This is an optimization exercise on Yosys and OpenROAD, whose aim is a short achievable clock period and few clock cycles, not a production implementation. Where RTL was checked, it was by simulation tests only, not by an equivalence proof against the original. Function not checked in runs 1 to 3: the RTL went through the layout flow alone. Power and IR drop assume default switching activity.

==> flow/design.v <==
module Regs(
    input clk,
    input [4:0] Rs1_addr,
    input [4:0] Rs2_addr,
    input [4:0] Wt_addr,
    input [31:0] Wt_data,
    input RegWrite,
    output [31:0] Rs1_data,
    output [31:0] Rs2_data
    );
    reg [31:0] r [1:31];
    assign Rs1_data = (Rs1_addr == 5'd0) ? 32'b0 : r[Rs1_addr];
    assign Rs2_data = (Rs2_addr == 5'd0) ? 32'b0 : r[Rs2_addr];
    always @(posedge clk) begin
        if (RegWrite && Wt_addr != 5'd0)
            r[Wt_addr] <= Wt_data;
    end
endmodule
`timescale 1ns / 1ps
module SCPU(
    input clk,
    input rst,
    input [31:0] inst_in,
    input [31:0] Data_in,
    output [3:0] RAM_mask,
    output [31:0] Data_out,
    output [31:0] Addr_out,
    output        MemWrite,
    output [31:0] PC_out
    );
reg  [31:0] PC;
reg         d_valid;
reg  [31:0] d_inst, d_pc;
reg  [31:0] e_rs1v, e_rs2v, e_imm, e_kval, e_altpc;
reg  [4:0]  e_rd;
reg  [1:0]  e_w;
reg         e_we, e_load, e_store, e_bimm, e_lu;
reg         e_fa_m, e_fa_w, e_fb_m, e_fb_w;
reg         s_add, s_sub, s_sll, s_sr, s_sra, s_slt, s_sltu, s_xor, s_or, s_and, s_k;
reg         c_eq, c_ne, c_lt, c_ge, c_ltu, c_geu, c_jalr;
reg  [31:0] m_res;
reg  [4:0]  m_rd;
reg         m_we, m_load;
reg  [2:0]  m_f3;
reg         m_store;
reg  [31:0] m_sdata;
reg  [3:0]  m_mask;
reg  [31:0] w_val;
reg  [4:0]  w_rd;
reg         w_we;
assign PC_out   = PC;
assign Addr_out = m_res;
assign MemWrite = m_store;
assign Data_out = m_sdata;
assign RAM_mask = m_mask;
reg [31:0] m_ld;
always @(*) begin
    case (m_f3)
        3'd0: case (m_res[1:0])
                2'd0: m_ld = {{24{Data_in[7]}},  Data_in[7:0]};
                2'd1: m_ld = {{24{Data_in[15]}}, Data_in[15:8]};
                2'd2: m_ld = {{24{Data_in[23]}}, Data_in[23:16]};
                default: m_ld = {{24{Data_in[31]}}, Data_in[31:24]};
              endcase
        3'd1: m_ld = m_res[1] ? {{16{Data_in[31]}}, Data_in[31:16]} : {{16{Data_in[15]}}, Data_in[15:0]};
        3'd4: case (m_res[1:0])
                2'd0: m_ld = {24'b0, Data_in[7:0]};
                2'd1: m_ld = {24'b0, Data_in[15:8]};
                2'd2: m_ld = {24'b0, Data_in[23:16]};
                default: m_ld = {24'b0, Data_in[31:24]};
              endcase
        3'd5: m_ld = m_res[1] ? {16'b0, Data_in[31:16]} : {16'b0, Data_in[15:0]};
        default: m_ld = Data_in;
    endcase
end
wire [4:0] d_opc = d_inst[6:2];
wire [4:0] d_rs1 = d_inst[19:15];
wire [4:0] d_rs2 = d_inst[24:20];
wire [4:0] d_rd  = d_inst[11:7];
wire [2:0] d_f3  = d_inst[14:12];
wire is_lui   = d_opc == 5'b01101;
wire is_auipc = d_opc == 5'b00101;
wire is_jal   = d_opc == 5'b11011;
wire is_jalr  = d_opc == 5'b11001;
wire is_br    = d_opc == 5'b11000;
wire is_load  = d_opc == 5'b00000;
wire is_store = d_opc == 5'b01000;
wire is_opimm = d_opc == 5'b00100;
wire is_op    = d_opc == 5'b01100;
wire is_alu   = is_op | is_opimm;
wire uses1 = is_jalr | is_br | is_load | is_store | is_alu;
wire uses2 = is_br | is_store | is_op;
wire d_we  = (is_lui | is_auipc | is_jal | is_jalr | is_load | is_alu) & (d_rd != 5'd0);
wire [31:0] immI = {{20{d_inst[31]}}, d_inst[31:20]};
wire [31:0] immS = {{20{d_inst[31]}}, d_inst[31:25], d_inst[11:7]};
wire [31:0] immB = {{19{d_inst[31]}}, d_inst[31], d_inst[7], d_inst[30:25], d_inst[11:8], 1'b0};
wire [31:0] immJ = {{11{d_inst[31]}}, d_inst[31], d_inst[19:12], d_inst[20], d_inst[30:21], 1'b0};
wire [31:0] immU = {d_inst[31:12], 12'b0};
wire [31:0] d_tgt = d_pc + (is_jal ? immJ : is_auipc ? immU : immB);
wire [31:0] d_pc4 = d_pc + 32'd4;
wire [31:0] rf1, rf2;
Regs U1(
    .clk(clk),
    .Rs1_addr(d_rs1),
    .Rs2_addr(d_rs2),
    .Wt_addr(w_rd),
    .Wt_data(w_val),
    .RegWrite(w_we),
    .Rs1_data(rf1),
    .Rs2_data(rf2)
);
wire [31:0] d_rs1v = (w_we && w_rd == d_rs1) ? w_val : rf1;
wire [31:0] d_rs2v = (w_we && w_rd == d_rs2) ? w_val : rf2;
wire stall = d_valid & e_load &
             ((uses1 & e_rd == d_rs1) | (uses2 & e_rd == d_rs2));
wire d_pred = is_br & d_inst[31];
wire id_redirect = d_valid & ~stall & (is_jal | d_pred);
wire fa_m = e_we & (e_rd == d_rs1);
wire fa_w = m_we & (m_rd == d_rs1);
wire fb_m = e_we & (e_rd == d_rs2);
wire fb_w = m_we & (m_rd == d_rs2);
wire [31:0] ea = e_fa_m ? m_res : e_fa_w ? w_val : e_rs1v;
wire [31:0] eb = e_fb_m ? m_res : e_fb_w ? w_val : e_rs2v;
wire [31:0] bop = e_bimm ? e_imm : eb;
wire [31:0] sum  = ea + bop;
wire [31:0] dif  = ea - eb;
wire        slt  = $signed(ea) < $signed(bop);
wire        sltu = ea < bop;
wire [31:0] sll  = ea << bop[4:0];
wire [32:0] sra_in = {s_sra & ea[31], ea};
wire [32:0] sr33 = $signed(sra_in) >>> bop[4:0];
wire [31:0] srx  = sr33[31:0];
wire [31:0] alu = ({32{s_add}}  & sum)
                | ({32{s_sub}}  & dif)
                | ({32{s_sll}}  & sll)
                | ({32{s_sr}}   & srx)
                | ({32{s_xor}}  & (ea ^ bop))
                | ({32{s_or}}   & (ea | bop))
                | ({32{s_and}}  & (ea & bop))
                | ({32{s_k}}    & e_kval)
                | {31'b0, (s_slt & slt) | (s_sltu & sltu)};
wire beq  = ea == eb;
wire blt  = $signed(ea) < $signed(eb);
wire bltu = ea < eb;
wire x_redirect = (c_eq & beq) | (c_ne & ~beq) | (c_lt & blt) | (c_ge & ~blt) |
                  (c_ltu & bltu) | (c_geu & ~bltu) | c_jalr;
wire [31:0] jt = ea + e_imm;
wire [31:0] x_target = c_jalr ? {jt[31:1], 1'b0} : e_altpc;
wire [31:0] sdata = (e_w == 2'd0) ? {4{eb[7:0]}} :
                    (e_w == 2'd1) ? {2{eb[15:0]}} : eb;
wire [3:0]  smask = (e_w == 2'd0) ? (4'b0001 << sum[1:0]) :
                    (e_w == 2'd1) ? (sum[1] ? 4'b1100 : 4'b0011) : 4'b1111;
wire [2:0] bf = d_pred ? {d_f3[2:1], ~d_f3[0]} : d_f3;    
wire       v_in = d_valid & ~stall & ~x_redirect;
wire       alu_add = (is_alu & d_f3 == 3'd0 & ~(is_op & d_inst[30])) | is_load | is_store;
always @(posedge clk or posedge rst) begin
    if (rst) begin
        PC      <= 32'b0;
        d_valid <= 1'b0;
        e_we    <= 1'b0;
        e_load  <= 1'b0;
        e_store <= 1'b0;
        c_eq    <= 1'b0;
        c_ne    <= 1'b0;
        c_lt    <= 1'b0;
        c_ge    <= 1'b0;
        c_ltu   <= 1'b0;
        c_geu   <= 1'b0;
        c_jalr  <= 1'b0;
        m_store <= 1'b0;
        m_we    <= 1'b0;
        w_we    <= 1'b0;
    end else begin
        if (x_redirect) begin
            PC      <= x_target;
            d_valid <= 1'b0;
        end else if (stall) begin
            PC      <= PC;
        end else if (id_redirect) begin
            PC      <= d_tgt;
            d_valid <= 1'b0;
        end else begin
            PC      <= PC + 32'd4;
            d_valid <= 1'b1;
        end
        e_we    <= v_in & d_we;
        e_load  <= v_in & is_load;
        e_store <= v_in & is_store;
        c_eq    <= v_in & is_br & (bf == 3'd0);
        c_ne    <= v_in & is_br & (bf == 3'd1);
        c_lt    <= v_in & is_br & (bf == 3'd4);
        c_ge    <= v_in & is_br & (bf == 3'd5);
        c_ltu   <= v_in & is_br & (bf == 3'd6);
        c_geu   <= v_in & is_br & (bf == 3'd7);
        c_jalr  <= v_in & is_jalr;
        m_we    <= e_we;
        m_store <= e_store;
        w_we    <= m_we;
    end
end
always @(posedge clk) begin
    if (!stall) begin
        d_inst <= inst_in;
        d_pc   <= PC;
    end
    e_rs1v  <= d_rs1v;
    e_rs2v  <= d_rs2v;
    e_imm   <= is_store ? immS : immI;
    e_kval  <= is_lui ? immU : is_auipc ? d_tgt : d_pc4;
    e_altpc <= (is_br & ~d_inst[31]) ? d_tgt : d_pc4;
    e_rd    <= d_rd;
    e_w     <= d_f3[1:0];
    e_lu    <= d_f3[2];
    e_bimm  <= ~(is_op | is_br);
    e_fa_m  <= fa_m;
    e_fa_w  <= fa_w;
    e_fb_m  <= fb_m;
    e_fb_w  <= fb_w;
    s_add   <= alu_add;
    s_sub   <= is_op & d_f3 == 3'd0 & d_inst[30];
    s_sll   <= is_alu & d_f3 == 3'd1;
    s_slt   <= is_alu & d_f3 == 3'd2;
    s_sltu  <= is_alu & d_f3 == 3'd3;
    s_xor   <= is_alu & d_f3 == 3'd4;
    s_sr    <= is_alu & d_f3 == 3'd5;
    s_sra   <= d_inst[30];
    s_or    <= is_alu & d_f3 == 3'd6;
    s_and   <= is_alu & d_f3 == 3'd7;
    s_k     <= is_lui | is_auipc | is_jal | is_jalr;
    m_res   <= alu;
    m_rd    <= e_rd;
    m_load  <= e_load;
    m_f3    <= {e_lu, e_w};
    m_sdata <= sdata;
    m_mask  <= smask;
    w_val   <= m_load ? m_ld : m_res;
    w_rd    <= m_rd;
end
endmodule
==> flow/flow/run.sh <==
#!/bin/bash
# Standard ORFS flow; timing repair aims for slack MARGIN ns beyond the clock period
set -euo pipefail
MARGIN=${MARGIN:-11}
bash standard.sh SETUP_SLACK_MARGIN=$MARGIN finish > flow_make.log 2>&1
==> flow/standard.sh <==
#!/bin/bash
# synth_recipe.tcl (not shown) runs the flow's synth.tcl, then flattens the netlist and writes it again
# the make line also repeats each setting of config.mk as NAME=value (left out here)
make -C /OpenROAD-flow-scripts/flow DESIGN_CONFIG=/design/flow/config.mk WORK_HOME=/design/flow/orfs CLKGATE_MAP_FILE= SYNTH_SCRIPT=/design/flow/synth_recipe.tcl "${@:-finish}"
==> flow/config.mk <==
export PLATFORM = sky130hd
export DESIGN_NAME = SCPU
export DESIGN_NICKNAME = SCPU
export VERILOG_FILES = /design/flow/design.v
export SDC_FILE = /design/flow/constraint.sdc
export NUM_CORES = 8
export LEC_CHECK = 0
export ABC_CLOCK_PERIOD_IN_PS = 4000
export CAP_MARGIN = 20
export CORE_MARGIN = 2
export CORE_UTILIZATION = 40
export PLACE_DENSITY = 0.6
export SETUP_SLACK_MARGIN = 5
export SLEW_MARGIN = 20
==> flow/constraint.sdc <==
create_clock -name core_clock -period 15.0 [get_ports {clk}]
set_input_delay 3.0000 -clock core_clock [delete_from_list [all_inputs] [get_ports {clk}]]
set_output_delay 3.0000 -clock core_clock [all_outputs]
set_load 0.01 [all_outputs]
==> summary.txt, run 1 <==
The run finished with no timing, DRC or antenna violations. No sink is reached through more buffers than the 3 on the longest clock path. Overall power consumption after layout is estimated at 11900 µW. The main flop type after synthesis is sky130_fd_sc_hd__edfxtp_1. The tools report the number of buffers created by CTS as 153. The tools report the cell chosen for the clock root as sky130_fd_sc_hd__clkbuf_16. Endpoint of the worst hold path: m_store$_DFF_PP0_.

Most common cell after layout, fill and taps aside: sky130_fd_sc_hd__edfxtp_1. STA puts the critical path data arrival time at 1.45 ns. Number of primary I/O pins: 167. The run gives 174800 µm as the half-perimeter wire length of the detailed placement result.

For the required time of the critical path, the log shows 12.00 ns. After detailed routing, the average wire length per cell comes to 33.56 µm. The first global-routing pass estimated 404100 µm of wire.

The placed instance area is 79370 µm². The tools report the accumulated negative setup slack as 0 ns. Entering global routing, the biggest net connects 116 pins.

The run gives 185400 µm² as the area of the core. The H-tree generated during clock tree synthesis spans 4 levels. Stage delay of the slowest cell on the critical path: 0.35 ns. In this run the critical register-to-register path is launched from e_fa_w$_DFF_P_. The final layout contains 6283 nets.

The tool flagged a number of max-cap violations equal to 0. Of all nets on the critical path, the largest fanout is 2. The worst-case reg-to-reg path depth works out to 18. The number of instances on the worst hold path was 0; the unique cell type count in the Yosys netlist was 96.

The final worst clock skew is 0.03452 ns, and the number of cell rows is 158. The number of antenna violations at the first check in global routing came out at 14. The share of the clock period used by the worst path came out at 0.2965. The floorplan die width is 436.2 µm, and the worst IR drop on VDD is 0.0001230 V. The tools report the endpoint of the lowest-slack register-to-register path as PC[24]$_DFFE_PP0P_. The die boundary height was 436.2 µm; the number of clock sinks was 1387. The max-slew headroom at the worst pin is 0.2897, and the time the final worst path needs with I/O delays and setup is 4.448 ns.

Global-route usage over all layers: 0.2984. TritonCTS built the clock tree. Walking the worst path, the cells encountered are buf_12 -> buf_6.

Clock latency on the worst-skew pair, taken at its later pin, is 0.82 ns. The tools report the setup slack of the most critical reg-to-reg path as 10.61 ns. At the pin with the least slew margin, the transition time is 1.054 ns.

In this run, the number of DRC markers left after iteration 0 of detailed routing was 6747. The fraction of the yosys area taken by sequential cells came out at 0.5160. The logs give 53347 for the number of global-route vias before repair and 74710 µm² for the synthesized cell area. Setup repair after global routing could not meet its margin everywhere.

Clock input transition at the sequential cells of the worst setup and hold paths: 0.07 ns. During synthesis, Yosys emitted a total of 2 warnings. The final setup violation count was 0.

The most critical setup path has its startpoint at m_res[1]$_DFF_P_. Summed over all layers, the global routing overflow is 0. The cell family contributing the most delay on the critical path is flip-flops. The congestion estimate from routability-driven global placement came to 0.9930. The fraction of final layout cells with drive strength greater than 1 came out at 0.3172.

The number of endpoints with negative hold slack in the final report is 0. The average cell area after synthesis is 13.22 µm², and the count of final max-slew check failures is 0. The slowest stage of the critical path belongs to the cell sky130_fd_sc_hd__dfxtp_4.

The post-synthesis instance total was 5649. Synthesis inferred 1387 register bits. The total via count after detailed routing came out at 55148. The critical path is of the register to primary output type.

Together, buffers and inverters on the worst path number 2. The net count after synthesis is 5913, and the power per cell area is 131.2 nW/µm². Post-detailed-routing wire length: 289700 µm. The worst hold path belongs to the class register to register. Fraction of synthesis flops using an asynchronous set or reset pin: 0.03317. The finished cells cover 90710 µm². The die outline area was 190200 µm². The detailed-route DRC error count was 0. Leaving out fill and tap cells, the most frequent cells in the layout are 1054 x sky130_fd_sc_hd__edfxtp_1, 557 x sky130_fd_sc_hd__mux4_2, 400 x sky130_fd_sc_hd__nand2_1.

In this run, synthesis inferred 1054 flip-flops with an integrated enable. The run gives 0.03201 µW as the static power due to leakage. The count of TritonRoute iterations in the first routing pass came out at 6.

The startpoint identified for the worst hold timing path is e_store$_DFF_PP0_. Critical path startpoint category: a register. Timing would allow up to 224.8 MHz.

The tools report the critical path capture point type as a primary output. The count of buffers added on input and output ports is 164. Once detail routing completed, the nets flagged for antenna violations numbered 0. Hold repair after CTS inserted 0 buffers. Initial standard-cell utilization of the core: 0.4029. The synthesis-to-finish area growth is 21.42%, and the routed via count divided by cell count is 6.387.
-- stage by stage --
stage / instances / utilization / hold WS [ns] / worst slack, ns
finish: 8634 / 0.4892 / 0.3486 / 10.55
global route: 8627 / 0.4891 / 0.3510 / 10.53
CTS: 8570 / 0.4805 / 0.3479 / 10.50
detailed placement: 8039 / 0.4280 / 0.3401 / 9.241
global placement: 8039 / 0.4280 / 0.3367 / 9.327
floorplan: 5649 / - / 0.3096 / 10.85
-- synthesized netlist by cell type (30+ instances only) --
library cell | instances | area (µm²)
sky130_fd_sc_hd__inv_1 | 146 | 548.0
sky130_fd_sc_hd__a21oi_1 | 346 | 1732
sky130_fd_sc_hd__xor2_1 | 78 | 683.2
sky130_fd_sc_hd__o21ai_0 | 223 | 1116
sky130_fd_sc_hd__mux4_2 | 557 | 12540
sky130_fd_sc_hd__mux2_2 | 33 | 371.6
sky130_fd_sc_hd__ha_1 | 194 | 2427
sky130_fd_sc_hd__o211ai_1 | 74 | 555.5
sky130_fd_sc_hd__nor3_1 | 65 | 325.3
sky130_fd_sc_hd__nand4_1 | 36 | 225.2
sky130_fd_sc_hd__o21a_1 | 71 | 533.0
sky130_fd_sc_hd__xnor2_1 | 85 | 744.5
sky130_fd_sc_hd__dfrtp_1 | 46 | 1151
sky130_fd_sc_hd__a21o_1 | 73 | 548.0
sky130_fd_sc_hd__edfxtp_1 | 1054 | 31650
sky130_fd_sc_hd__dfxtp_1 | 287 | 5746
sky130_fd_sc_hd__a22oi_1 | 35 | 262.8
sky130_fd_sc_hd__a31oi_1 | 30 | 187.7
sky130_fd_sc_hd__nor2_1 | 357 | 1340
sky130_fd_sc_hd__nand2_1 | 414 | 1554
sky130_fd_sc_hd__a211oi_1 | 108 | 810.8
sky130_fd_sc_hd__buf_1 | 86 | 322.8
sky130_fd_sc_hd__mux2i_1 | 367 | 3674
sky130_fd_sc_hd__buf_2 | 56 | 280.3
sky130_fd_sc_hd__nand3_1 | 68 | 340.3
sky130_fd_sc_hd__and3_1 | 43 | 269.0
sky130_fd_sc_hd__clkbuf_1 | 247 | 927.1
-- timing repair --
action,in CTS,in global routing
resized for setup,1083,243
pin swaps,79,115
setup endpoints to repair,286,228
gates cloned,24,0
setup buffers,224,57
-- state kept, by name (all words and copies together) (netlist names), 12 cells and up, named ones only --
name     count
PC          32
U1.r       992
d_inst      30
d_pc        32
e_altpc     32
e_imm       12
e_kval      32
e_rs1v      32
e_rs2v      32
m_res       32
m_sdata     32
w_val       32
-- power breakdown --
group / total, µW / leakage [µW] / switching (µW) / internal [µW]
sequential: 4820 / 0.0127 / 339 / 4480
combinational: 3370 / 0.0169 / 1950 / 1420
clock: 3710 / 0.00239 / 1640 / 2070
-- how the worst max path moves through the flow --
stage	end	slack, ns	cells after the start
2_1_floorplan	w_val[10]$_DFF_P_	10.85	8
3_3_place_gp	PC[26]$_DFFE_PP0P_	9.33	14
3_5_place_dp	PC[26]$_DFFE_PP0P_	9.24	13
4_1_cts	Addr_out[1]	10.50	2
5_1_grt	Addr_out[1]	10.53	2
6_report	Addr_out[1]	10.55	2
-- kinds of logic after synthesis --
family,Yosys count,share of synthesized area
AO/OA/AOI/OAI,1229,0.1077
XOR/XNOR,163,0.01911
adder cells (fa/ha/maj),198,0.03356
buffers and inverters,554,0.02990
flip-flops,1387,0.5160
multiplexers,963,0.2235
AND/OR/NAND/NOR,1155,0.07026
-- final cells by class --
class	count	area [µm²]
clock buffers	201	4143
clock inverters	82	769.5
multi-input cells	3709	36790
flip-flops and latches	1387	38860
well taps	2480	3103
diodes	7	17.52
inverters	151	688.2
repair buffers	617	6344
fillers	16023	94720
-- metal layers --
layer  track usage  part of all wire  vias up
met3       0.06529             0.093      879
met1        0.3724              0.37    28178
met2        0.4663              0.46     3148
met4        0.1997             0.080        4
met5             0          0.000090        -
li1              -                 -    22939
==> run 2, diff against run 1 <==
--- a/flow/config.mk
+++ b/flow/config.mk
@@ -8,7 +8,7 @@
 export ABC_CLOCK_PERIOD_IN_PS = 4000
 export CAP_MARGIN = 20
 export CORE_MARGIN = 2
-export CORE_UTILIZATION = 40
-export PLACE_DENSITY = 0.6
+export CORE_UTILIZATION = 60
+export PLACE_DENSITY = 0.72
 export SETUP_SLACK_MARGIN = 5
 export SLEW_MARGIN = 20
==> summary.txt, run 2 <==
The number of antenna violations at the first check in global routing was 24 (+10); the synthesized cell area was 74710 µm² (unchanged). The per-cell routed wire length came out at 36.06 µm (+7.5%). The signal on the critical path passes through buf_6. Type of the setup path with the least slack: register to primary output.

The number of DRC markers in iteration 0 was 7830 (+16%); the stage delay of the slowest cell on the critical path was 0.49 ns (+0.14 ns). Worst-case reg-to-reg path depth: 18 (unchanged). Leading cell type by number of instances after synthesis: sky130_fd_sc_hd__edfxtp_1.

The run gives 129 (-18%) as the number of cell rows. Worst min-delay path class: register to register. The number of nets in the finished design is 6336 (+0.84%), and the proportion of netlist area held by the largest area contributor is 0.4237 (unchanged).

The fraction of power spent switching nets works out to 0.3252 (-0.004811). Biggest area consumer among synthesized cells: sky130_fd_sc_hd__edfxtp_1. The die boundary height works out to 356.9 µm (-18%). The tools report the number of hold buffers added after CTS as 0 (unchanged). The fraction of synthesis flops using an asynchronous set or reset pin is 0.03317 (unchanged). In this run the worst setup path begins at m_res[14]$_DFF_P_.

In the synthesized netlist the dominant register cell turns out to be sky130_fd_sc_hd__edfxtp_1. Static power due to leakage: 0.03238 µW (+1.1%). The count of buffering cells on the critical path with inverters included was 1 (-1). By count the netlist is led by 1054 x sky130_fd_sc_hd__edfxtp_1, 557 x sky130_fd_sc_hd__mux4_2, 414 x sky130_fd_sc_hd__nand2_1. The accumulated negative setup slack came out at 0 ns (unchanged). For the setup slack of the most critical reg-to-reg path, the log shows 10.65 ns (+0.04 ns). The time the final worst path needs with I/O delays and setup was 4.422 ns (-0.02630 ns); the highest attainable clock frequency was 226.2 MHz (+0.60%).

Clock network latency to the later pin of the worst-skew pair: 0.83 ns (about the same). The routed via count divided by cell count is 7.217 (+13%), and the total chip power is 11970 µW (+0.57%). The switching power total is 3893 µW (-0.90%). The post-detailed-routing wire length was 282700 µm (-2.4%). The area of the core came out at 123600 µm² (-33%).

Yosys attributes the largest share of cell area to sky130_fd_sc_hd__edfxtp_1 42%, sky130_fd_sc_hd__mux4_2 17%, sky130_fd_sc_hd__dfxtp_1 7.7%. The critical-path maximum fanout was 2 (unchanged). The final worst clock skew was 0.06147 ns (+0.02695 ns); the number of buffers created by CTS was 145 (-5.2%). The floorplan die width came out at 356.9 µm (-18%).

The maximum buffer depth of the clock tree came out at 3 (unchanged). For the detailed-route DRC error count, the log shows 0 (unchanged). The global-route usage over all layers was 0.4435 (+0.1451). Weighted congestion at the end of routability-driven global placement: 1.032 (+3.9%). The logs give 4 (unchanged) for the CTS H-tree depth and 0.313 (about the same) for the proportion of power drawn by the clock network.

The worst IR drop on VDD came out at 0.0001535 V (+25%). The internal power consumption was 8078 µW (+1.3%). The post-synthesis instance total was 5649 (unchanged); the max-slew headroom at the worst pin was 0.2995 (+0.009854). The count of TritonRoute iterations in the first routing pass was 7 (+1). The run gives 54905 (+2.9%) as the number of global-route vias before repair.

Net count after synthesis: 5913 (unchanged). CTS placed an instance of sky130_fd_sc_hd__clkbuf_16 at the clock tree root. The category of cells accounting for the largest share of critical-path delay was flip-flops. The number of enable-type register cells in the synthesized netlist works out to 1054 (unchanged). The run gives 396900 µm (-1.8%) as the first-pass GRT wire length.

Critical path startpoint category: a register. The number of clock sinks is 1387 (unchanged), and the count of final max-slew check failures is 0 (unchanged). The worst-margin pin slew was 1.051 ns (-0.003639 ns); the arrival time of data at the critical path endpoint was 1.42 ns (-0.03 ns). For the final setup violation count, the log shows 0 (unchanged). The number of endpoints with negative hold slack in the final report came out at 0 (unchanged).

The number of flip-flops in the largest register was 992 (unchanged). Capturing element of the worst setup path: Addr_out[14]. The part of the power in combinational logic came out at 0.284 (about the same).

The half-perimeter wire length of the detailed placement result was 166800 µm (-4.6%). The critical path capture point type was a primary output. The share of the clock period used by the worst path works out to 0.2948 (-0.001753).

The total via count after detailed routing is 56582 (+2.6%). For the synthesis warning total, the log shows 2 (unchanged). The fraction of final layout cells with drive strength greater than 1 is 0.3140 (-0.003224), and the fraction of the yosys area taken by sequential cells is 0.5160 (unchanged). The logs give 155 (+34%) for the largest net degree at the start of global routing and 0.6043 (+0.2014) for the initial standard-cell utilization of the core.

In this run the critical register-to-register path is launched from e_fb_w$_DFF_P_. Unique cell type count in the Yosys netlist: 96 (unchanged). The post-route antenna net violation count came out at 0 (unchanged).

The average cell area after synthesis came out at 13.22 µm² (unchanged). The run gives 0 (unchanged) as the max-capacitance violation count. Required time of the critical path: 12.00 ns (about the same).

Synthesized flop and latch total: 1387 (unchanged). The logs give 0 (unchanged) for the global-route congestion overflow total and 167 (unchanged) for the number of primary I/O pins. The area growth from synthesis to layout is 20.36%. Count of input and output buffers: 164 (unchanged).

The slowest stage of the critical path is the sky130_fd_sc_hd__dfxtp_4 cell. The die outline area came out at 127400 µm² (-33%). Setup repair after global routing could not meet its margin everywhere. In this run the critical register-to-register path is captured at c_jalr$_DFF_PP0_. The top cell types in the final layout, fill and taps aside, are 1054 x sky130_fd_sc_hd__edfxtp_1, 557 x sky130_fd_sc_hd__mux4_2, 408 x sky130_fd_sc_hd__nand2_1. The share of power burned in registers came out at 0.403 (-0.002). Critical path depth: 1 (-1).

Leaving out fill and tap cells, the most frequent cell in the layout is sky130_fd_sc_hd__edfxtp_1. The power per cell area is 133.1 nW/µm² (+1.5%). The flow ran to the end and the layout has no timing, DRC or antenna violations. U1.r holds more flip-flops than any other register. The clock input transition at the sequential cells of the worst setup and hold paths came out at 0.06 ns (about the same).

TritonCTS built the clock tree.
[run 2: cell types whose count changed in the layout (fill, tap and decap cells not counted), moves of 12 or more]
cell and change:
sky130_fd_sc_hd__buf_4 +46, sky130_fd_sc_hd__ha_1 +22, sky130_fd_sc_hd__ha_4 -17, sky130_fd_sc_hd__buf_2 +15, sky130_fd_sc_hd__a21oi_2 -14, sky130_fd_sc_hd__clkbuf_1 -12
sky130_fd_sc_hd__o21ai_1 +12
[run 2: how the worst min path moves through the flow]
stage | start | endpoint | slack, ns | depth (start not counted)
after detailed placement | m_rd[2]$_DFF_P_ | w_rd[2]$_DFF_P_ | 0.38 | 0
final | m_rd[2]$_DFF_P_ | w_rd[2]$_DFF_P_ | 0.40 | 0
after global placement | m_we$_DFF_PP0_ | w_we$_DFF_PP0_ | 0.38 | 0
after global routing | m_rd[2]$_DFF_P_ | w_rd[2]$_DFF_P_ | 0.40 | 0
after CTS | m_rd[2]$_DFF_P_ | w_rd[2]$_DFF_P_ | 0.39 | 0
after floorplan | e_lu$_DFF_P_ | m_f3[2]$_DFF_P_ | 0.31 | 0
[run 2: area by class of cell]
cell class | instances | area [µm²]
Inverter | 151 | 694.4
Timing Repair Buffer | 676 | 6812
Clock buffer | 184 | 3930
Multi-Input combinational cell | 3711 | 36550
Sequential cell | 1387 | 38850
Tap cell | 1637 | 2048
Antenna cell | 12 | 30.03
Clock inverter | 82 | 1006
Fill cell | 8058 | 33720
[run 2: stage by stage]
step / setup WS [ns] / cell area (µm²) / util / cells / hold WS [ns]
after floorplan: 10.85 / 74780 / - / 5649 / 0.3096
after global placement: 8.833 / 78180 / 0.6324 / 7186 / 0.3835
after detailed placement: 8.817 / 78190 / 0.6324 / 7186 / 0.3801
after CTS: 10.57 / 87840 / 0.7105 / 7715 / 0.3939
after global routing: 10.56 / 89900 / 0.7271 / 7830 / 0.4035
final: 10.58 / 89920 / 0.7273 / 7840 / 0.3958
[run 2: timing repair]
| item | 4_1_cts | 5_1_grt |
|---|---|---|
| setup buffers | 236 | 106 |
| endpoints found under the setup margin | 334 | 229 |
| pin swaps | 84 | 109 |
| resized for setup | 1033 | 246 |
| gates cloned | 27 | 5 |
[run 2: routing by layer]
metal / share of wire / wire length [µm] / global-route usage / vias to the layer above
met3: 0.12 / 32890 / 0.1356 / 1311
li1: - / - / - / 23078
met1: 0.33 / 93140 / 0.5272 / 27952
met2: 0.45 / 127400 / 0.6716 / 4209
met5: 0.0013 / 376 / 0 / -
met4: 0.10 / 28920 / 0.3599 / 32
[run 2: worst reg2reg max path, delay by kind of cell (launching register included)]
family	cells	cell delay, ns
AO/OA/AOI/OAI	6	1.68
buffers and inverters	5	0.78
flip-flops	1	0.38
multiplexers	1	0.22
AND/OR/NAND/NOR	5	0.86
adder cells (fa/ha/maj)	1	0.33
[run 2: kinds of logic after synthesis]
| family | synth area share |
|---|---|
| flip-flops | 0.5160 |
| AO/OA/AOI/OAI | 0.1077 |
| AND/OR/NAND/NOR | 0.07026 |
| multiplexers | 0.2235 |
| buffers and inverters | 0.02990 |
| adder cells (fa/ha/maj) | 0.03356 |
| XOR/XNOR | 0.01911 |
[run 2: power groups by stage]
stage | combinational, µW | sequential (µW) | clock [µW]
3_5_place_dp | 2420 | 4910 | 0
5_1_grt | 3540 | 4840 | 3910
3_3_place_gp | 2410 | 4900 | 0
6_report | 3400 | 4820 | 3750
2_1_floorplan | 1570 | 4760 | 0
4_1_cts | 3020 | 4800 | 3760
==> run 3, diff against run 2 <==
--- a/flow/design.v
+++ b/flow/design.v
@@ -29,12 +29,12 @@
     output [31:0] PC_out
     );
 reg  [31:0] PC;
-reg         d_valid;
+reg         d_valid, d_bp;
 reg  [31:0] d_inst, d_pc;
 reg  [31:0] e_rs1v, e_rs2v, e_imm, e_kval, e_altpc;
 reg  [4:0]  e_rd;
 reg  [1:0]  e_w;
-reg         e_we, e_load, e_store, e_bimm, e_lu;
+reg         e_we, e_load, e_store, e_bimm, e_lu, e_kn, e_skip1;
 reg         e_fa_m, e_fa_w, e_fb_m, e_fb_w;
 reg         s_add, s_sub, s_sll, s_sr, s_sra, s_slt, s_sltu, s_xor, s_or, s_and, s_k;
 reg         c_eq, c_ne, c_lt, c_ge, c_ltu, c_geu, c_jalr;
@@ -114,11 +114,26 @@
 wire stall = d_valid & e_load &
              ((uses1 & e_rd == d_rs1) | (uses2 & e_rd == d_rs2));
 wire d_pred = is_br & d_inst[31];
-wire id_redirect = d_valid & ~stall & (is_jal | d_pred);
+wire want_br = is_jal | d_pred;
 wire fa_m = e_we & (e_rd == d_rs1);
 wire fa_w = m_we & (m_rd == d_rs1);
 wire fb_m = e_we & (e_rd == d_rs2);
 wire fb_w = m_we & (m_rd == d_rs2);
+wire jf_ok = is_jalr & ((fa_m & e_kn) | (~fa_m & fa_w & ~m_load));
+wire [31:0] jf_sum = (fa_m ? e_kval : m_res) + immI;
+wire [31:0] id_target = {jf_sum[31:1], 1'b0};
+wire id_go = d_valid & ~stall & jf_ok & ~d_bp;
+wire i_jal = inst_in[6:0] == 7'b1101111;
+wire i_bbr = (inst_in[6:0] == 7'b1100011) & inst_in[31];
+wire [31:0] i_tj = PC + {{11{inst_in[31]}}, inst_in[31], inst_in[19:12], inst_in[20], inst_in[30:21], 1'b0};
+wire [31:0] i_tb = PC + {{19{inst_in[31]}}, inst_in[31], inst_in[7], inst_in[30:25], inst_in[11:8], 1'b0};
+wire        i_jalr = inst_in[6:0] == 7'b1100111;
+wire [31:0] d_kv   = is_auipc ? d_tgt : immU;
+wire        i_fuse = i_jalr & d_valid & (is_auipc | is_lui) & (d_rd != 5'd0) &
+                     (d_rd == inst_in[19:15]) & ~x_squash;
+wire [31:0] i_tr   = d_kv + {{20{inst_in[31]}}, inst_in[31:20]};
+wire        i_pred = i_jal | i_bbr | i_fuse;
+wire [31:0] i_next = i_jal ? i_tj : i_bbr ? i_tb : i_fuse ? {i_tr[31:1], 1'b0} : PC + 32'd4;
 wire [31:0] ea = e_fa_m ? m_res : e_fa_w ? w_val : e_rs1v;
 wire [31:0] eb = e_fb_m ? m_res : e_fb_w ? w_val : e_rs2v;
 wire [31:0] bop = e_bimm ? e_imm : eb;
@@ -142,8 +157,11 @@
 wire beq  = ea == eb;
 wire blt  = $signed(ea) < $signed(eb);
 wire bltu = ea < eb;
-wire x_redirect = (c_eq & beq) | (c_ne & ~beq) | (c_lt & blt) | (c_ge & ~blt) |
-                  (c_ltu & bltu) | (c_geu & ~bltu) | c_jalr;
+wire x_cond = (c_eq & beq) | (c_ne & ~beq) | (c_lt & blt) | (c_ge & ~blt) |
+              (c_ltu & bltu) | (c_geu & ~bltu);
+wire x_squash   = x_cond & e_skip1 & d_valid & ~d_bp;
+wire x_redirect = (x_cond & ~(e_skip1 & d_valid & ~d_bp)) | c_jalr;
+wire id_redirect = id_go & ~x_squash;
 wire [31:0] jt = ea + e_imm;
 wire [31:0] x_target = c_jalr ? {jt[31:1], 1'b0} : e_altpc;
 wire [31:0] sdata = (e_w == 2'd0) ? {4{eb[7:0]}} :
@@ -151,7 +169,7 @@
 wire [3:0]  smask = (e_w == 2'd0) ? (4'b0001 << sum[1:0]) :
                     (e_w == 2'd1) ? (sum[1] ? 4'b1100 : 4'b0011) : 4'b1111;
 wire [2:0] bf = d_pred ? {d_f3[2:1], ~d_f3[0]} : d_f3;    
-wire       v_in = d_valid & ~stall & ~x_redirect;
+wire       v_in = d_valid & ~stall & ~x_redirect & ~x_squash;
 wire       alu_add = (is_alu & d_f3 == 3'd0 & ~(is_op & d_inst[30])) | is_load | is_store;
 always @(posedge clk or posedge rst) begin
     if (rst) begin
@@ -177,10 +195,10 @@
         end else if (stall) begin
             PC      <= PC;
         end else if (id_redirect) begin
-            PC      <= d_tgt;
+            PC      <= id_target;
             d_valid <= 1'b0;
         end else begin
-            PC      <= PC + 32'd4;
+            PC      <= i_next;
             d_valid <= 1'b1;
         end
         e_we    <= v_in & d_we;
@@ -192,7 +210,7 @@
         c_ge    <= v_in & is_br & (bf == 3'd5);
         c_ltu   <= v_in & is_br & (bf == 3'd6);
         c_geu   <= v_in & is_br & (bf == 3'd7);
-        c_jalr  <= v_in & is_jalr;
+        c_jalr  <= v_in & is_jalr & ~jf_ok & ~d_bp;
         m_we    <= e_we;
         m_store <= e_store;
         w_we    <= m_we;
@@ -202,6 +220,7 @@
     if (!stall) begin
         d_inst <= inst_in;
         d_pc   <= PC;
+        d_bp   <= i_pred;
     end
     e_rs1v  <= d_rs1v;
     e_rs2v  <= d_rs2v;
@@ -227,6 +246,8 @@
     s_or    <= is_alu & d_f3 == 3'd6;
     s_and   <= is_alu & d_f3 == 3'd7;
     s_k     <= is_lui | is_auipc | is_jal | is_jalr;
+    e_kn    <= is_lui | is_auipc | is_jal | is_jalr;
+    e_skip1 <= is_br & (immB == 32'd8);
     m_res   <= alu;
     m_rd    <= e_rd;
     m_load  <= e_load;
--- a/flow/config.mk
+++ b/flow/config.mk
@@ -8,7 +8,7 @@
 export ABC_CLOCK_PERIOD_IN_PS = 4000
 export CAP_MARGIN = 20
 export CORE_MARGIN = 2
-export CORE_UTILIZATION = 60
-export PLACE_DENSITY = 0.72
+export CORE_UTILIZATION = 40
+export PLACE_DENSITY = 0.6
 export SETUP_SLACK_MARGIN = 5
 export SLEW_MARGIN = 20
==> summary.txt, run 3 <==
The flow ran to the end and the layout has no timing, DRC or antenna violations. The maximum buffer depth of the clock tree was 3 (unchanged). The synthesis-to-finish area growth is 23.87%.

Most common cell after layout, fill and taps aside: sky130_fd_sc_hd__edfxtp_1. The initial standard-cell utilization of the core was 0.4034 (-0.2008); the static power due to leakage was 0.03641 µW (+12%). Count of buffering cells on the critical path with inverters included: 2 (+1). The largest individual stage delay along the critical path comes from the cell sky130_fd_sc_hd__o32ai_1. The run gives 4 (unchanged) as the CTS H-tree depth. The number of buffers created by CTS is 155 (+6.9%).

The register with the most flip-flops is U1.r. The top layer used by detailed routing is met5. Count of input and output buffers: 166 (+1.2%).

The worst hold path begins at e_lu$_DFF_P_. The detailed-route DRC error count was 0 (unchanged). The total via count after detailed routing is 64247 (+14%), and the met1 routed wirelength after detailed routing is 123400 µm (+32%). The number of cell rows is 164 (+27%), and the count of final max-slew check failures is 0 (unchanged). The area of the multi-input gates was 43840 µm² (+20%); the number of DRC markers in iteration 0 was 8667 (+11%). Share of the clock period used by the worst path: 0.3895 (+0.09477). The run gives 2 (unchanged) as the synthesis warning total.

The highest attainable clock frequency is 171.1 MHz (-24%), and the flip-flop and latch area is 38890 µm² (+0.10%). The total chip power came out at 13430 µW (+12%). The tools report the count of TritonRoute iterations in the first routing pass as 6 (-1). The critical path depth came out at 14 (+13). The number of global-route vias before repair came out at 61933 (+13%). The biggest area consumer among synthesized cells is sky130_fd_sc_hd__edfxtp_1. The logs give 467500 µm (+18%) for the first-pass GRT wire length and 4745 µW (+22%) for the switching power total.

The net count after synthesis came out at 6949 (+18%). The number of instances on the worst hold path came out at 0 (unchanged). The fraction of synthesis flops using an asynchronous set or reset pin is 0.03312 (-0.00004775). The internal power consumption is 8687 µW (+7.5%). The worst setup path is launched from an input pin. The logs give 205600 µm² (+61%) for the die outline area and 6572 (+16%) for the post-synthesis instance total. The weighted congestion at the end of routability-driven global placement came out at 1.018 (-1.3%). TritonCTS built the clock tree.

The number of endpoints with negative hold slack in the final report was 0 (unchanged); the fraction of final layout cells with drive strength greater than 1 was 0.3219 (+0.007943). The category of cells accounting for the largest share of critical-path delay was compound AO/OA/AOI/OAI gates. For the proportion of power drawn by the clock network, the log shows 0.299 (-0.014). The power per cell area is 134.2 nW/µm² (+0.82%), and the number of clock sinks is 1389 (+0.14%). The leading cell type by number of instances after synthesis is sky130_fd_sc_hd__edfxtp_1. The per-cell routed wire length works out to 34.24 µm (-5.1%).

The die boundary height was 453.4 µm (+27%); the number of primary I/O pins was 167 (unchanged). Global-route congestion overflow total: 0 (unchanged). The logs give 0.361 (-0.042) for the share of power burned in registers and 9898 (+26%) for the number of non-filler instances in the completed layout. The fraction of the yosys area taken by sequential cells came out at 0.4777 (-0.03828). The stage delay of the slowest cell on the critical path came out at 0.50 ns (about the same).

The final worst clock skew was 0.06295 ns (+0.001476 ns). Worst min-delay path class: register to register. The logs give 7476 (+18%) for the number of nets in the finished design and 9159 (+27%) for the total instance count after detailed placement. The clock network latency to the later pin of the worst-skew pair is 0.85 ns (+0.02 ns). The tools report the critical path capture point type as a register. Part of the power in combinational logic: 0.340 (+0.056).

Number of flip-flops in the largest register: 992 (unchanged). Setup repair after global routing could not meet its margin everywhere. The synthesized cell area is 80800 µm² (+8.2%).

The clock input transition at the sequential cells of the worst setup and hold paths was 0.06 ns (about the same). The post-route antenna net violation count is 0 (unchanged). Post-detailed-routing wire length: 338900 µm (+20%). By startpoint and endpoint, the worst setup path is classified as input pin to register.

The fraction of power spent switching nets was 0.3533 (+0.02808). The unique cell type count in the Yosys netlist was 93 (-3.1%). For the number of filler instances in the final layout, the log shows 17339 (+120%). The number of enable-type register cells in the synthesized netlist works out to 1055 (+0.095%). The tools report the worst setup path startpoint as inst_in[31]. The global-route usage over all layers came out at 0.3200 (-0.1235). The tools report the total met2 wirelength after detailed routing as 151600 µm (+19%). The number of antenna violations at the first check in global routing was 20 (-17%); the arrival time of data at the critical path endpoint was 6.56 ns (+5.14 ns).

The worst-case reg-to-reg path depth came out at 30 (+12). Launch instance of the worst register-to-register path: d_inst[5]$_DFFE_PN_. The run gives 200300 µm² (+62%) as the area of the core. Walking the worst path, the cells encountered are buf_2 -> buf_6 -> ha_4 -> or3_1 -> a31oi_1 -> nor3_1 -> a21oi_1 -> nand2_1 -> a311o_1 -> o211a_1 -> o32ai_1 -> nor4_1 -> o211ai_1 -> nand3_1. The final setup violation count came out at 0 (unchanged).

By count the netlist is led by 1055 x sky130_fd_sc_hd__edfxtp_1, 562 x sky130_fd_sc_hd__mux4_2, 494 x sky130_fd_sc_hd__a21oi_1. The floorplan die width is 453.4 µm (+27%). In the post-synthesis netlist, the biggest area contributors are sky130_fd_sc_hd__edfxtp_1 39%, sky130_fd_sc_hd__mux4_2 16%, sky130_fd_sc_hd__dfxtp_1 7.1%. CTS placed an instance of sky130_fd_sc_hd__clkbuf_16 at the clock tree root. The amount of wire on met3 after detailed routing was 34350 µm (+4.4%); the time the final worst path needs with I/O delays and setup was 5.843 ns (+1.422 ns). The critical-path maximum fanout is 48 (+46), and the worst IR drop on VDD is 0.0001317 V (-14%). The max-capacitance violation count was 0 (unchanged).

The logs give 0 ns (unchanged) for the accumulated negative setup slack and 15.71 ns (+3.71 ns) for the required time of the critical path. The half-perimeter wire length of the detailed placement result is 210600 µm (+26%), and the max-slew headroom at the worst pin is 0.1190 (-0.1805). Leaving out fill and tap cells, the most frequent cells in the layout are 1055 x sky130_fd_sc_hd__edfxtp_1, 562 x sky130_fd_sc_hd__mux4_2, 458 x sky130_fd_sc_hd__nand2_1.

Main flop type after synthesis: sky130_fd_sc_hd__edfxtp_1. The worst-margin pin slew works out to 1.317 ns (+0.2659 ns). The largest net degree at the start of global routing was 112 (-28%). Routed via count divided by cell count: 6.491 (-10%). The average cell area after synthesis is 12.29 µm² (-7.0%), and the proportion of netlist area held by the largest area contributor is 0.3921 (-0.03156).

The synthesized flop and latch total came out at 1389 (+0.14%).
## run 3: final timing paths
| path | end | slack, ns |
|---|---|---|
| worst max-delay path | PC[28]$_DFFE_PP0P_ | 9.16 |
| worst min-delay path | m_f3[2]$_DFF_P_ | 0.33 |
| worst max register to register | PC[30]$_DFFE_PP0P_ | 9.18 |
| worst min register to register | m_f3[2]$_DFF_P_ | 0.33 |
| max in group asynchronous | PC[25]$_DFFE_PP0P_ | 11.62 |
| min in group asynchronous | e_store$_DFF_PP0_ | 2.77 |
## run 3: repair_timing
item	in CTS	in global routing
endpoints found under the setup margin	270	255
gates resized for setup	1291	281
setup buffers	307	107
cloned	18	7
pin swaps	178	197
hold buffers	0	0
## run 3: layout make-up
type / instances / share of cell area
repair buffers: 785 / 0.07949
clock inverters: 89 / 0.01056
well taps: 2656 / 0.03320
diodes: 11 / 0.0002750
inverters: 173 / 0.007289
flip-flops and latches: 1389 / 0.3886
multi-input cells: 4595 / 0.4381
clock buffers: 200 / 0.04254
## run 3: logic make-up (layout without fill, tap and decap cells)
| group | Yosys count | after routing | synth area share |
|---|---|---|---|
| adders and majority gates | 311 | 311 | 0.04890 |
| AOI/OAI and AO/OA | 1622 | 1623 | 0.1290 |
| other | 0 | 11 | 0 |
| buffers and inverters | 589 | 1247 | 0.02784 |
| muxes | 963 | 963 | 0.2074 |
| xor gates and xnor gates | 275 | 275 | 0.02998 |
| and+or+nand+nor | 1423 | 1423 | 0.07921 |
| DFF | 1389 | 1389 | 0.4777 |
## run 3: power by group through the flow
stage | sequential, µW | combinational [µW] | clock [µW]
after floorplan | 4780 | 2180 | 0
after global placement | 4960 | 3380 | 0
after detailed placement | 4970 | 3380 | 0
after CTS | 4830 | 4120 | 4040
after global routing | 4850 | 4780 | 4200
final | 4850 | 4570 | 4010
## run 3: metrics by stage
stage          area (µm²)    util  setup WS, ns  hold slack (ns)
2_1_floorplan       81570       -         9.546           0.3096
3_3_place_gp        86500  0.4319         8.272           0.3126
3_5_place_dp        86510  0.4319         8.243           0.3185
4_1_cts             97990  0.4893         9.140           0.3312
5_1_grt            100100  0.4996         9.010           0.3441
6_report           100100  0.4997         9.157           0.3317
## run 3: metal layers
| layer | track usage | up-vias |
|---|---|---|
| li1 | - | 26745 |
| met1 | 0.3923 | 32464 |
| met2 | 0.4934 | 3896 |
| met3 | 0.08205 | 1136 |
| met4 | 0.2261 | 6 |
| met5 | 0 | - |
==> run 4, diff against run 3 <==
--- a/flow/design.v
+++ b/flow/design.v
@@ -31,6 +31,10 @@
 reg  [31:0] PC;
 reg         d_valid, d_bp;
 reg  [31:0] d_inst, d_pc;
+reg  [3:0]  bt_v;
+reg  [1:0]  bt_ptr;
+reg  [31:2] bt_pc [0:3];
+reg  [31:2] bt_tg [0:3];
 reg  [31:0] e_rs1v, e_rs2v, e_imm, e_kval, e_altpc;
 reg  [4:0]  e_rd;
 reg  [1:0]  e_w;
@@ -121,19 +125,22 @@
 wire fb_w = m_we & (m_rd == d_rs2);
 wire jf_ok = is_jalr & ((fa_m & e_kn) | (~fa_m & fa_w & ~m_load));
 wire [31:0] jf_sum = (fa_m ? e_kval : m_res) + immI;
-wire [31:0] id_target = {jf_sum[31:1], 1'b0};
-wire id_go = d_valid & ~stall & jf_ok & ~d_bp;
-wire i_jal = inst_in[6:0] == 7'b1101111;
-wire i_bbr = (inst_in[6:0] == 7'b1100011) & inst_in[31];
-wire [31:0] i_tj = PC + {{11{inst_in[31]}}, inst_in[31], inst_in[19:12], inst_in[20], inst_in[30:21], 1'b0};
-wire [31:0] i_tb = PC + {{19{inst_in[31]}}, inst_in[31], inst_in[7], inst_in[30:25], inst_in[11:8], 1'b0};
-wire        i_jalr = inst_in[6:0] == 7'b1100111;
-wire [31:0] d_kv   = is_auipc ? d_tgt : immU;
-wire        i_fuse = i_jalr & d_valid & (is_auipc | is_lui) & (d_rd != 5'd0) &
-                     (d_rd == inst_in[19:15]) & ~x_squash;
-wire [31:0] i_tr   = d_kv + {{20{inst_in[31]}}, inst_in[31:20]};
-wire        i_pred = i_jal | i_bbr | i_fuse;
-wire [31:0] i_next = i_jal ? i_tj : i_bbr ? i_tb : i_fuse ? {i_tr[31:1], 1'b0} : PC + 32'd4;
+wire want = want_br | jf_ok;
+wire [31:0] id_target = jf_ok ? {jf_sum[31:1], 1'b0} : want_br ? d_tgt : d_pc4;
+wire id_go = d_valid & ~stall & (d_bp ? ~want_br : want);
+wire bt_ins = d_valid & ~stall & ~d_bp & want_br;
+reg         bt_hit;
+reg  [31:2] bt_tgt;
+integer bi;
+always @(*) begin
+    bt_hit = 1'b0;
+    bt_tgt = 30'b0;
+    for (bi = 0; bi < 4; bi = bi + 1)
+        if (bt_v[bi] && bt_pc[bi] == PC[31:2]) begin
+            bt_hit = 1'b1;
+            bt_tgt = bt_tgt | bt_tg[bi];
+        end
+end
 wire [31:0] ea = e_fa_m ? m_res : e_fa_w ? w_val : e_rs1v;
 wire [31:0] eb = e_fb_m ? m_res : e_fb_w ? w_val : e_rs2v;
 wire [31:0] bop = e_bimm ? e_imm : eb;
@@ -175,6 +182,8 @@
     if (rst) begin
         PC      <= 32'b0;
         d_valid <= 1'b0;
+        bt_v    <= 4'b0;
+        bt_ptr  <= 2'b0;
         e_we    <= 1'b0;
         e_load  <= 1'b0;
         e_store <= 1'b0;
@@ -198,8 +207,12 @@
             PC      <= id_target;
             d_valid <= 1'b0;
         end else begin
-            PC      <= i_next;
+            PC      <= bt_hit ? {bt_tgt, 2'b00} : PC + 32'd4;
             d_valid <= 1'b1;
+        end
+        if (bt_ins & ~x_redirect & ~x_squash) begin
+            bt_v[bt_ptr] <= 1'b1;
+            bt_ptr <= bt_ptr + 2'd1;
         end
         e_we    <= v_in & d_we;
         e_load  <= v_in & is_load;
@@ -210,7 +223,7 @@
         c_ge    <= v_in & is_br & (bf == 3'd5);
         c_ltu   <= v_in & is_br & (bf == 3'd6);
         c_geu   <= v_in & is_br & (bf == 3'd7);
-        c_jalr  <= v_in & is_jalr & ~jf_ok & ~d_bp;
+        c_jalr  <= v_in & is_jalr & ~jf_ok;
         m_we    <= e_we;
         m_store <= e_store;
         w_we    <= m_we;
@@ -220,7 +233,11 @@
     if (!stall) begin
         d_inst <= inst_in;
         d_pc   <= PC;
-        d_bp   <= i_pred;
+        d_bp   <= bt_hit;
+    end
+    if (bt_ins) begin
+        bt_pc[bt_ptr] <= d_pc[31:2];
+        bt_tg[bt_ptr] <= d_tgt[31:2];
     end
     e_rs1v  <= d_rs1v;
     e_rs2v  <= d_rs2v;
==> summary.txt, run 4 <==
The flow ran to the end and the layout has no timing, DRC or antenna violations. The global-route congestion overflow total was 0 (unchanged). The net count after synthesis is 6907 (-0.60%). The number of instances on the worst hold path was 0 (unchanged); the switching power total was 5118 µW (+7.9%). The post-place setup slack came out at 8.340 ns (+0.09715 ns).

The post-route antenna net violation count was 0 (unchanged); the total instance count after detailed placement was 9355 (+2.1%). The part of the power in combinational logic is 0.302 (-0.038), and the time the final worst path needs with I/O delays and setup is 4.624 ns (-1.219 ns). After synthesis, the most frequently instantiated cells are 1295 x sky130_fd_sc_hd__edfxtp_1, 561 x sky130_fd_sc_hd__mux4_2, 458 x sky130_fd_sc_hd__nand2_1. The per-cell routed wire length came out at 33.50 µm (-2.1%). The max-slew headroom at the worst pin is 0.2631 (+0.1441). The run gives 4 (unchanged) as the CTS H-tree depth. After synthesis, the cell types taking the most area are sky130_fd_sc_hd__edfxtp_1 45%, sky130_fd_sc_hd__mux4_2 15%, sky130_fd_sc_hd__dfxtp_1 6.7%. The worst-case reg-to-reg path depth is 19 (-37%). The maximum buffer depth of the clock tree is 3 (unchanged), and the fraction of power spent switching nets is 0.3377 (-0.01554). The proportion of netlist area held by the largest area contributor came out at 0.4490 (+0.05688). The share of the synthesized netlist area taken by xor and xnor gates was 0.03307 (+0.003086); the highest attainable clock frequency was 216.2 MHz (+26%). The logs give 0.305 (+0.006) for the proportion of power drawn by the clock network and 0.393 (+0.032) for the share of power burned in registers. More flip-flops sit in one register than any other, and that register is U1.r. The run gives 167 (unchanged) as the number of primary I/O pins. The number of enable-type register cells in the synthesized netlist was 1295 (+23%); the number of DRC markers in iteration 0 was 8076 (-6.8%). The cell chosen for the clock root is sky130_fd_sc_hd__clkbuf_16. Relative to the synthesized area, the layout overhead comes to 22.58%. The static power due to leakage was 0.03751 µW (+3.0%); the number of antenna violations at the first check in global routing was 30 (+50%). The compound-gate portion of the synthesized area was 0.1082 (-0.02082); the die outline area was 220300 µm² (+7.1%).

Area of the multi-input gates: 41410 µm² (-5.6%). The post-detailed-routing wire length was 339300 µm (+0.12%). The initial standard-cell utilization of the core is 0.4032 (about the same), and the fraction of synthesis flops using an asynchronous set or reset pin is 0.03180 (-0.001313).

Total via count after detailed routing: 64016 (-0.36%). The largest registers in the layout are U1.r: 992 flops, bt_pc: 120 flops, bt_tg: 120 flops. The run gives 0.06548 ns (+0.002525 ns) as the final worst clock skew.

The fraction of the yosys area taken by sequential cells was 0.5306 (+0.05287). Area of the core: 214800 µm² (+7.3%). The detailed-route DRC error count is 0 (unchanged). The run gives 0 (unchanged) as the number of hold buffers added after CTS.

TritonCTS built the clock tree. The routed via count divided by cell count came out at 6.322 (-2.6%). The internal power consumption was 10040 µW (+16%); the synthesized-area fraction occupied by adder cells was 0.03424 (-0.01467). The run gives 467800 µm (about the same) as the first-pass GRT wire length. Of all cell types, the one taking the most synthesized area is sky130_fd_sc_hd__edfxtp_1.

The number of clock sinks is 1635 (+18%). Leaving out fill and tap cells, the most frequent cells in the layout are 1295 x sky130_fd_sc_hd__edfxtp_1, 561 x sky130_fd_sc_hd__mux4_2, 448 x sky130_fd_sc_hd__buf_4. Setup repair after global routing could not meet its margin everywhere.

Fraction of the mapped netlist area in simple logic gates: 0.07402 (-0.005188). STA classifies the critical path startpoint as a register. The worst hold path startpoint is e_lu$_DFF_P_.

Placed instance area: 92370 µm² (+6.8%). For the final standard cell utilization of the core, the log shows 0.4942 (-0.005526). The tools report the post-route standard cell area excluding fillers as 106200 µm² (+6.1%).

The clock input transition at the sequential cells of the worst setup and hold paths is 0.06 ns (about the same). The run gives 0 (unchanged) as the final setup violation count. The synthesis warning total is 2 (unchanged), and the number of buffers created by CTS is 179 (+15%).

The tools report the post-synthesis instance total as 6607 (+0.53%). Most common cell after layout, fill and taps aside: sky130_fd_sc_hd__edfxtp_1. The die boundary height was 469.3 µm (+3.5%). The endpoint of the lowest-slack register-to-register path was PC[3]$_DFFE_PP0P_.

The worst hold path belongs to the class register to register. The worst IR drop on VDD came out at 0.0001303 V (-1.0%). Number of global-route vias before repair: 61853 (-0.13%).

The run gives 7433 (-0.58%) as the number of nets in the finished design. The tools report the weighted congestion at the end of routability-driven global placement as 0.9614 (-5.6%). The flip-flop and latch area is 46250 µm² (+19%). After synthesis, the largest family of logic cells by area is multiplexers. The tools report the max-capacitance violation count as 0 (unchanged).

Share of the clock period used by the worst path: 0.3083 (-0.08124). The fraction of final layout cells with drive strength greater than 1 came out at 0.3014 (-0.02056). The worst hold path terminates at m_f3[2]$_DFF_P_. The setup slack of the critical path after layout was 10.38 ns (+1.219 ns); the number of non-filler instances in the completed layout was 10126 (+2.3%).

The critical-path maximum fanout is 8 (-83%). Yosys instantiated no cell more often than sky130_fd_sc_hd__edfxtp_1. The type of the setup path with the least slack was register to register. The average cell area after synthesis is 13.11 µm² (+6.6%).

The number of flip-flops in the largest register works out to 992 (unchanged). Main flop type after synthesis: sky130_fd_sc_hd__edfxtp_1. For the unique cell type count in the Yosys netlist, the log shows 100 (+7.5%). Floorplan die width: 469.3 µm (+3.5%). The clock network latency to the later pin of the worst-skew pair is 0.87 ns (+0.02 ns).

The count of input and output buffers came out at 164 (-1.2%). The number of filler instances in the final layout is 18360 (+5.9%), and the half-perimeter wire length of the detailed placement result is 211100 µm (+0.27%). The run gives 0 (unchanged) as the count of final max-slew check failures. The number of cell rows was 170 (+3.7%); the count of TritonRoute iterations in the first routing pass was 6 (unchanged). The worst-margin pin slew was 1.097 ns (-0.2198 ns); the largest net degree at the start of global routing was 156 (+39%). The global-route usage over all layers is 0.2980 (-0.02202), and the power per cell area is 142.7 nW/µm² (+6.3%).

The setup slack of the most critical reg-to-reg path was 10.38 ns (+1.20 ns); the synthesized flop and latch total was 1635 (+18%). The tools report the critical path capture point type as a register. The arrival time of data at the critical path endpoint was 5.35 ns (-1.21 ns). Multiplexer share of the synthesized area: 0.1920 (-0.01534).

Launch instance of the worst register-to-register path: e_fa_w$_DFF_P_. Synthesized cell area: 86610 µm² (+7.2%). The tools report the accumulated negative setup slack as 0 ns (unchanged). The number of endpoints with negative hold slack in the final report was 0 (unchanged); the required time of the critical path was 15.73 ns (+0.02 ns).
==> run 4: cell types whose count changed after synthesis, sizes merged, moves of 27 or more <==
| cell | previous run | this run |
|---|---|---|
| buf | 126 | 156 |
| o21bai | 66 | 32 |
| edfxtp | 1055 | 1295 |
| o21ai | 311 | 271 |
| a21o | 139 | 90 |
| ha | 303 | 229 |
| mux2 | 65 | 38 |
| a22oi | 30 | 65 |
| nand4 | 42 | 86 |
| nand3 | 137 | 103 |
| a21oi | 496 | 417 |
| xor2 | 119 | 86 |
| xnor2 | 155 | 241 |
==> run 4: routing by layer <==
layer  wire length [µm]  up-vias  GRT usage
met2             153200     3713     0.4647
met3              32370      978    0.06237
met4              26520       10     0.1936
met1             127100    32416     0.3776
li1                   -    26899          -
met5                 69        -          0
==> run 4: area by class of cell <==
| type | count | share of cell area |
|---|---|---|
| Timing Repair Buffer | 794 | 0.07585 |
| Sequential cell | 1635 | 0.4356 |
| Tap cell | 2838 | 0.03345 |
| Clock buffer | 220 | 0.04490 |
| Multi-Input combinational cell | 4353 | 0.3900 |
| Inverter | 170 | 0.007177 |
| Antenna cell | 5 | 0.0001178 |
| Clock inverter | 111 | 0.01285 |
==> run 4: how the worst max path moves through the flow <==
stage                         end  cells after the start  slack (ns)            from
2_1_floorplan   w_val[10]$_DFF_P_                      7       10.74     Data_in[15]
3_3_place_gp   PC[25]$_DFFE_PP0P_                     16        8.39  e_fa_w$_DFF_P_
3_5_place_dp   PC[25]$_DFFE_PP0P_                     16        8.34  e_fa_w$_DFF_P_
4_1_cts        PC[27]$_DFFE_PP0P_                     20       10.39  e_fa_w$_DFF_P_
5_1_grt        PC[26]$_DFFE_PP0P_                     20       10.35  e_fa_w$_DFF_P_
6_report        PC[3]$_DFFE_PP0P_                     19       10.38  e_fa_w$_DFF_P_
==> run 4: power groups by stage <==
stage	registers, µW	logic, µW	clock network, µW
after global routing	5980	4770	4830
after detailed placement	6120	3460	0
after floorplan	5800	2210	0
after global placement	6110	3450	0
after CTS	5940	4170	4670
final	5950	4580	4620
==> run 4: cell families after synthesis <==
logic type | after synthesis
AOI/OAI and AO/OA | 1438
muxes | 955
and+or+nand+nor | 1393
adders and majority gates | 234
DFF | 1635
buffers and inverters | 625
xor gates and xnor gates | 327
==> run 4: what timing repair did <==
| action | 4_1_cts | 5_1_grt |
|---|---|---|
| pin swaps | 128 | 138 |
| gates cloned | 24 | 5 |
| setup endpoints to repair | 389 | 492 |
| buffers inserted | 278 | 128 |
| resized for setup | 1159 | 217 |
==> run 4: per-stage QoR <==
step	power (µW)	hold slack, ns
global placement	9559	0.3189
detailed placement	9588	0.3151
CTS	14780	0.3448
floorplan	8017	0.3096
global route	15590	0.3613
finish	15150	0.3493
==> run 4: worst max-delay path, stage by stage, from the launching register on <==
cell and delay (ns):
sky130_fd_sc_hd__dfxtp_4 0.37, sky130_fd_sc_hd__buf_12 0.14, sky130_fd_sc_hd__buf_16 0.18, sky130_fd_sc_hd__mux2i_4 0.28
sky130_fd_sc_hd__nor2_1 0.09, sky130_fd_sc_hd__a21oi_2 0.12, sky130_fd_sc_hd__buf_6 0.16, sky130_fd_sc_hd__clkinvlp_4 0.16
sky130_fd_sc_hd__ha_4 0.31, sky130_fd_sc_hd__nand4_1 0.17, sky130_fd_sc_hd__or4b_4 0.63, sky130_fd_sc_hd__buf_6 0.15
sky130_fd_sc_hd__nor2_4 0.18, sky130_fd_sc_hd__mux2i_4 0.37, sky130_fd_sc_hd__nand2_4 0.14, sky130_fd_sc_hd__o21ai_4 0.24
sky130_fd_sc_hd__buf_12 0.16, sky130_fd_sc_hd__a211oi_1 0.06, sky130_fd_sc_hd__o31a_1 0.31, sky130_fd_sc_hd__a221oi_2 0.28
Testbench counts of run 4, summed over its fixed seeds: cycles 60,095.

-- what the ideal ports hide --
In the flow no input, the clock included, has a driving cell. The finished layouts below were timed again as built, in two steps. Step 1 assumes that a clkbuf_16 drives the clock port and a buf_2 every other input. Step 2 adds t to the input delays and takes it off the output delays; t is the mean of the earliest and latest rising clock arrival at the registers after step 1. Input paths then give back, and output paths get back, about the clock's delay inside the block. a / b / c = ideal / step 1 / step 2; a / b = the first two.
run	shift t [ns]	setup WS [ns]	worst hold slack (ns)	clock arrival spread, ns
run 1	0.904	10.552 / 10.464 / 10.339	0.349 / 0.349 / 0.349	0.055 / 0.056
run 2	0.876	10.578 / 10.498 / 10.037	0.396 / 0.396 / 0.396	0.062 / 0.062
run 3	0.899	9.157 / 9.181 / 8.320	0.332 / 0.332 / 0.332	0.063 / 0.064
run 4	0.923	10.376 / 10.376 / 10.083	0.349 / 0.349 / 0.349	0.079 / 0.079
After both steps every run listed still meets setup and hold. The setup slack of run 3, which loses most, moves by +0.024 ns with the drivers and by -0.837 ns with both steps.
